Source: an optimization exercise on an open RTL-to-GDS flow (aim: small area). Production flows keep margins and buffers that such runs may drop.
In this exercise RTL edits were held to simulation tests only and were not proved equivalent to the original.
The clock port is modelled as an ideal driver; clocking choices that lean on that would not hold on a real chip.
Power is estimated from default activity; no workload was simulated.

==> flow/design.v <==
`timescale 1ns / 1ps
module hz_counter(
	input wire clk_100kHz,
	input wire rst,
	input wire sig_source,
	input wire tick_1Hz,
	output reg [13:0] sig_Hz
    );
	reg src_d;
	reg sig_state;
	reg [16:0] cnt;
	reg [3:0] scnt;
	reg [15:0] rem;
	reg [14:0] quot;
	wire sig_rise = sig_source & ~src_d;
	wire m_end = ~rst & sig_rise & sig_state;
	wire busy = ~quot[14];
	wire last = busy & quot[13];
	wire z9 = ~|quot[13:9];
	wire z7 = z9 & ~quot[8] & ~quot[7];
	wire z5 = z7 & ~quot[6] & ~quot[5];
	wire z4 = z5 & ~quot[4];
	wire nbit = (z9 & quot[8]) | (z7 & quot[6]) | (z5 & quot[4]) | (z4 & quot[3]);
	wire [16:0] t = {rem, nbit};
	wire [16:0] b = busy ? ~t : 17'd0;
	wire [17:0] c;
	wire [16:0] s;
	assign c[0] = ~busy;
	genvar i;
	generate for (i = 0; i < 17; i = i + 1) begin : add
		assign s[i] = cnt[i] ^ b[i] ^ c[i];
		assign c[i+1] = (cnt[i] & b[i]) | (c[i] & (cnt[i] ^ b[i]));
	end endgenerate
	wire ge = ~c[17];                        
	wire [15:0] rem_nx = ge ? ~s[15:0] : t[15:0];
	wire [3:0] scnt_nx = sig_state ? scnt + 4'd1 : 4'd0;
	wire [13:0] small_q =
		(cnt[2:0] == 3'd0) ? 14'd0 :
		(cnt[2:0] == 3'd1) ? 14'd8249 :
		(cnt[2:0] == 3'd2) ? 14'd10678 :
		(cnt[2:0] == 3'd3) ? 14'd7118 :
		(cnt[2:0] == 3'd4) ? 14'd11892 :
		(cnt[2:0] == 3'd5) ? 14'd6892 :
		(cnt[2:0] == 3'd6) ? 14'd3559 :
		                      14'd1178;
	wire is_small = ~|cnt[16:3];
	wire [14:0] quot_nx =
		rst   ? 15'h4000 :
		m_end ? 15'd1 :
		busy  ? ({quot[13:0], ge & ~is_small} | {1'b0, small_q & {14{last & is_small}}}) :
		        quot;
	always @ (posedge clk_100kHz) begin
		src_d <= sig_source;
	end
	always @ (posedge clk_100kHz) begin
		if (rst)
			sig_state <= 1'b0;
		else if (sig_rise)
			sig_state <= ~sig_state;
	end
	wire c_load = busy & (m_end | last);
	wire c_hold = busy & ~(m_end | last);
	wire c_inc = ~busy & sig_state;
	always @(posedge clk_100kHz) begin
		cnt <= ({17{c_hold}} & cnt) | ({17{c_inc}} & s[16:0]) | ({17{c_load}} & {13'd0, scnt_nx});
	end
	always @(posedge clk_100kHz) begin
		scnt <= scnt_nx;
	end
	always @(posedge clk_100kHz) begin
		if (m_end)
			rem <= 16'd6;
		else
			rem <= rem_nx;
	end
	always @(posedge clk_100kHz) begin
		quot <= quot_nx;
	end
	always @ (posedge clk_100kHz) begin
		if (rst || tick_1Hz)
			sig_Hz <= quot_nx[13:0];
	end
endmodule
Settings: LEC_CHECK=0, CAP_MARGIN=20, CORE_MARGIN=2, CORE_UTILIZATION=70, SLEW_MARGIN=20; clock period 50.0 ns.
standard.sh (not shown) runs the stock make flow with config.mk's settings and CLKGATE_MAP_FILE= SYNTH_SCRIPT=/design/flow/synth_recipe.tcl, a recipe that flattens the netlist after the stock synthesis.
==> flow/flow/run.sh <==
#!/bin/bash
# Own layout flow: the standard ORFS flow (standard.sh) with these changes.
#  - Synthesis: the standard script (my_synth.tcl = synth_recipe.tcl plus an
#    override of ABC's script). Flip-flops are mapped before ABC runs, so the
#    registers (names, count, cell types) are the standard synthesis's. The
#    synthesis is tried with each area-oriented ABC script abc_*.script (in
#    try_<name>/, log try_<name>.log; abc_ds* and abc_dn* run ABC's deepsyn with
#    different seeds; the abc_ds* scripts are also tried without the
#    full-adder extraction) and the one giving the smallest cell area is
#    used for the layout.
#  - Port buffers: the smallest buffer cell (sky130_fd_sc_hd__buf_1).
#  - Clock: instead of TritonCTS's H-tree, clock_buf.tcl (run just before
#    CTS) drives the flip-flops from MYCLKN buffers, each at the centre of a
#    position cluster of clock pins; CTS then finds the clock already
#    buffered and leaves it.
# Each tool's output goes to its ORFS log under orfs/logs (try_*/logs for
# the synthesis trials); make's output to flow_make.log / try_<name>.log.
set -eo pipefail
F=$PWD/flow
export MYCLKN=${MYCLKN:-4}
export MYCLKBUF=${MYCLKBUF:-sky130_fd_sc_hd__clkbuf_8}

# the trials run NUM_CORES at a time
trial() {
  local sc=$1 nofa=$2 name
  name=$(basename "$sc" .script)_fa$((1 - nofa))
  if bash standard.sh SYNTH_SCRIPT="$F/my_synth.tcl" MY_ABC_SCRIPT="$sc" MY_NO_FA=$nofa \
      WORK_HOME="$PWD/try_$name" synth > "try_$name.log" 2>&1; then
    stat="$PWD/try_$name/reports/$FLOW_PLATFORM/hz_counter/base/synth_stat.txt"
    area=$(sed -n "s/.*Chip area for.*: *\([0-9.]*\).*/\1/p" "$stat" | tail -1)
    echo "$area $name $sc $nofa" > "try_$name.area"
  fi
}
n=0
jobs_list=()
for sc in "$F"/abc_*.script; do jobs_list+=("$sc:0"); done
for sc in "$F"/abc_ds*.script; do jobs_list+=("$sc:1"); done
for t in "${jobs_list[@]}"; do
  trial "${t%:*}" "${t##*:}" &
  n=$((n + 1))
  if (( n % ${NUM_CORES:-4} == 0 )); then wait; fi
done
wait
cat try_*.area | sort -g > synth_trials.txt
read -r best_area best_name best best_nofa < synth_trials.txt
echo "chosen $best_name $best_area" >> synth_trials.txt
# continue from the chosen trial's synthesis (deepsyn stops on a timeout, so
# a rerun could differ)
mkdir -p orfs
cp -a "try_$best_name/." orfs/

bash standard.sh \
  SYNTH_SCRIPT="$F/my_synth.tcl" \
  MY_ABC_SCRIPT="$best" MY_NO_FA="$best_nofa" \
  "BUFFER_PORTS_ARGS=-buffer_cell sky130_fd_sc_hd__buf_1" \
  PRE_CTS_TCL="$F/clock_buf.tcl" \
  finish > flow_make.log 2>&1
==> flow/flow/abc_dn1.script <==
strash
&get -n
&deepsyn -T 60 -S 12
&dch -f
&nf -a -R 1000
&put
topo
==> flow/flow/abc_dn2.script <==
strash
&get -n
&deepsyn -T 60 -S 13
&dch -f
&nf -a -R 1000
&put
topo
==> flow/flow/abc_dn3.script <==
strash
&get -n
&deepsyn -T 60 -S 14
&dch -f
&nf -a -R 1000
&put
topo
==> flow/flow/abc_dn4.script <==
strash
&get -n
&deepsyn -T 60 -S 15
&dch -f
&nf -a -R 1000
&put
topo
==> flow/flow/abc_dn5.script <==
strash
&get -n
&deepsyn -T 60 -S 16
&dch -f
&nf -a -R 1000
&put
topo
==> flow/flow/abc_dn6.script <==
strash
&get -n
&deepsyn -T 60 -S 17
&dch -f
&nf -a -R 1000
&put
topo
==> flow/flow/abc_dn7.script <==
strash
&get -n
&deepsyn -T 60 -S 18
&dch -f
&nf -a -R 1000
&put
topo
==> flow/flow/abc_dn8.script <==
strash
&get -n
&deepsyn -T 60 -S 19
&dch -f
&nf -a -R 1000
&put
topo
==> flow/flow/abc_ds10.script <==
strash
&get -n
&deepsyn -T 60 -S 10
&put
dch -f
amap
topo
==> flow/flow/abc_ds11.script <==
strash
&get -n
&deepsyn -T 60 -S 11
&put
dch -f
amap
topo
==> flow/flow/abc_ds12.script <==
strash
&get -n
&deepsyn -T 60 -S 12
&put
dch -f
amap
topo
==> flow/flow/abc_ds13.script <==
strash
&get -n
&deepsyn -T 60 -S 13
&put
dch -f
amap
topo
==> flow/flow/abc_ds14.script <==
strash
&get -n
&deepsyn -T 60 -S 14
&put
dch -f
amap
topo
==> flow/flow/abc_ds15.script <==
strash
&get -n
&deepsyn -T 60 -S 15
&put
dch -f
amap
topo
==> flow/flow/abc_ds16.script <==
strash
&get -n
&deepsyn -T 60 -S 16
&put
dch -f
amap
topo
==> flow/flow/abc_ds9.script <==
strash
&get -n
&deepsyn -T 60 -S 9
&put
dch -f
amap
topo
==> flow/flow/my_synth.tcl <==
# Standard synthesis (synth_recipe.tcl) with two changes: ABC maps the
# combinational logic with the script in MY_ABC_SCRIPT, and when MY_NO_FA is
# 1 the full-adder extraction is skipped (ABC then maps the adder too).
# Flip-flops are mapped by dfflibmap before ABC runs, so the registers
# (names, count, cell types) are those of the standard synthesis.
proc synth {args} { yosys synth -nofsm -noshare {*}$args }
proc abc {args} {
  set i [lsearch -exact $args -script]
  if { $i >= 0 } { lset args [expr {$i + 1}] $::env(MY_ABC_SCRIPT) }
  yosys abc {*}$args
}
proc extract_fa {args} {
  if { ![info exists ::env(MY_NO_FA)] || !$::env(MY_NO_FA) } {
    yosys extract_fa {*}$args
  }
}
source $::env(SCRIPTS_DIR)/synth.tcl
# left out here: clear keep_hierarchy, flatten, clean up, hide names made inside functions, write 1_2_yosys.v
Other scripts of this flow, unchanged in this note and not shown: flow/flow/abc_a1.script, flow/flow/abc_c1.script, flow/flow/abc_ds1.script, flow/flow/abc_ds2.script, flow/flow/abc_ds3.script, flow/flow/abc_ds4.script, flow/flow/abc_ds5.script, flow/flow/abc_ds6.script, flow/flow/abc_ds7.script, flow/flow/abc_ds8.script, flow/flow/clock_buf.tcl
Rerun with:
--- a/flow/flow/run.sh
+++ b/flow/flow/run.sh
@@ -8,3 +8,2 @@
-#    different seeds; the abc_ds* scripts are also tried without the
-#    full-adder extraction) and the one giving the smallest cell area is
-#    used for the layout.
+#    different seeds) and the one giving the smallest cell area is used for
+#    the layout.
@@ -25,3 +24,3 @@
-  local sc=$1 nofa=$2 name
-  name=$(basename "$sc" .script)_fa$((1 - nofa))
-  if bash standard.sh SYNTH_SCRIPT="$F/my_synth.tcl" MY_ABC_SCRIPT="$sc" MY_NO_FA=$nofa \
+  local sc=$1 name
+  name=$(basename "$sc" .script)
+  if bash standard.sh SYNTH_SCRIPT="$F/my_synth.tcl" MY_ABC_SCRIPT="$sc" \
@@ -31 +30 @@
-    echo "$area $name $sc $nofa" > "try_$name.area"
+    echo "$area $sc" > "try_$name.area"
@@ -35,5 +34,2 @@
-jobs_list=()
-for sc in "$F"/abc_*.script; do jobs_list+=("$sc:0"); done
-for sc in "$F"/abc_ds*.script; do jobs_list+=("$sc:1"); done
-for t in "${jobs_list[@]}"; do
-  trial "${t%:*}" "${t##*:}" &
+for sc in "$F"/abc_*.script; do
+  trial "$sc" &
@@ -45,2 +41,3 @@
-read -r best_area best_name best best_nofa < synth_trials.txt
-echo "chosen $best_name $best_area" >> synth_trials.txt
+best=$(head -1 synth_trials.txt | cut -d' ' -f2)
+best_area=$(head -1 synth_trials.txt | cut -d' ' -f1)
+echo "chosen $(basename "$best") $best_area" >> synth_trials.txt
@@ -50 +47 @@
-cp -a "try_$best_name/." orfs/
+cp -a "try_$(basename "$best" .script)/." orfs/
@@ -54 +51 @@
-  MY_ABC_SCRIPT="$best" MY_NO_FA="$best_nofa" \
+  MY_ABC_SCRIPT="$best" \
--- a/flow/flow/my_synth.tcl
+++ b/flow/flow/my_synth.tcl
@@ -1,3 +1,2 @@
-# Standard synthesis (synth_recipe.tcl) with two changes: ABC maps the
-# combinational logic with the script in MY_ABC_SCRIPT, and when MY_NO_FA is
-# 1 the full-adder extraction is skipped (ABC then maps the adder too).
+# Standard synthesis (synth_recipe.tcl) with one change: ABC maps the
+# combinational logic with the area-oriented script in MY_ABC_SCRIPT.
@@ -12,5 +10,0 @@
-proc extract_fa {args} {
-  if { ![info exists ::env(MY_NO_FA)] || !$::env(MY_NO_FA) } {
-    yosys extract_fa {*}$args
-  }
-}
The changed run finished with timing, DRC and antenna clean.
Clock skew is about the same.
Total power drops by 34%.
Core utilization climbs by 0.39 points.
Design area climbs by about 1.2%.
Cell count drops by about 20%.
Maximum frequency drops by 4.6%.
Worst setup slack got worse by 0.56 ns.
Rerun with:
--- a/flow/flow/run.sh
+++ b/flow/flow/run.sh
@@ -7 +7 @@
-#    try_<name>/, log try_<name>.log; abc_ds* and abc_dn* run ABC's deepsyn with
+#    try_<name>/, log try_<name>.log; abc_ds* run ABC's deepsyn with
==> flow/flow/abc_b1.script (new file) <==
strash
dch -f
map -a
topo
==> flow/flow/abc_c2.script (new file) <==
strash
dc2
dch -f
map -a
strash
dch -f
map -a
topo
- CORE_UTILIZATION: 70 -> 85
removed: flow/flow/abc_dn1.script
removed: flow/flow/abc_dn2.script
removed: flow/flow/abc_dn3.script
removed: flow/flow/abc_dn4.script
removed: flow/flow/abc_dn5.script
removed: flow/flow/abc_dn6.script
removed: flow/flow/abc_dn7.script
removed: flow/flow/abc_dn8.script
removed: flow/flow/abc_ds10.script
removed: flow/flow/abc_ds11.script
removed: flow/flow/abc_ds12.script
removed: flow/flow/abc_ds13.script
removed: flow/flow/abc_ds14.script
removed: flow/flow/abc_ds15.script
removed: flow/flow/abc_ds16.script
removed: flow/flow/abc_ds9.script
Now the flow died in 4_1_cts with DPL-0033.
Synthesized area went up slightly.
Synthesized cell count came out higher by roughly a tenth.
Rerun with:
- CORE_UTILIZATION: 85 -> 70
- The new run finished with timing, DRC and antenna clean
- area after synthesis stays the same
- synthesized cell count stays the same

[static timing again, ports no longer ideal]
No port has a modelled driver above. Below, the same layouts with a new extraction and two added sets of constraints.
Step 1: set_driving_cell puts a clkbuf_16 on clk_100kHz and a buf_2 on each other input, an assumption about the parent block.
Step 2 adds t to the input delays and takes it off the output delays; t is the mean of the earliest and latest rising clock arrival at the registers after step 1. Input paths then give back, and output paths get back, about the clock's delay inside the block.
Slacks: no drivers / after step 1 / after step 2; pairs: no drivers / after step 1.
run	shift t [ns]	slack for setup (ns)	clock arrival spread, ns	slew at the worst register clock pin (ns)
the first run	0.208	38.353 / 38.380 / 38.173	0.010 / 0.011	0.10 / 0.10
the second run	0.213	37.792 / 37.832 / 37.619	0.008 / 0.009	0.10 / 0.10
the fourth run	0.213	38.219 / 38.256 / 38.043	0.008 / 0.008	0.10 / 0.10
After both steps setup and hold are still met in every run listed. For the first run, which loses most, drivers alone change the setup slack by +0.027 ns; drivers and shift together by -0.180 ns.
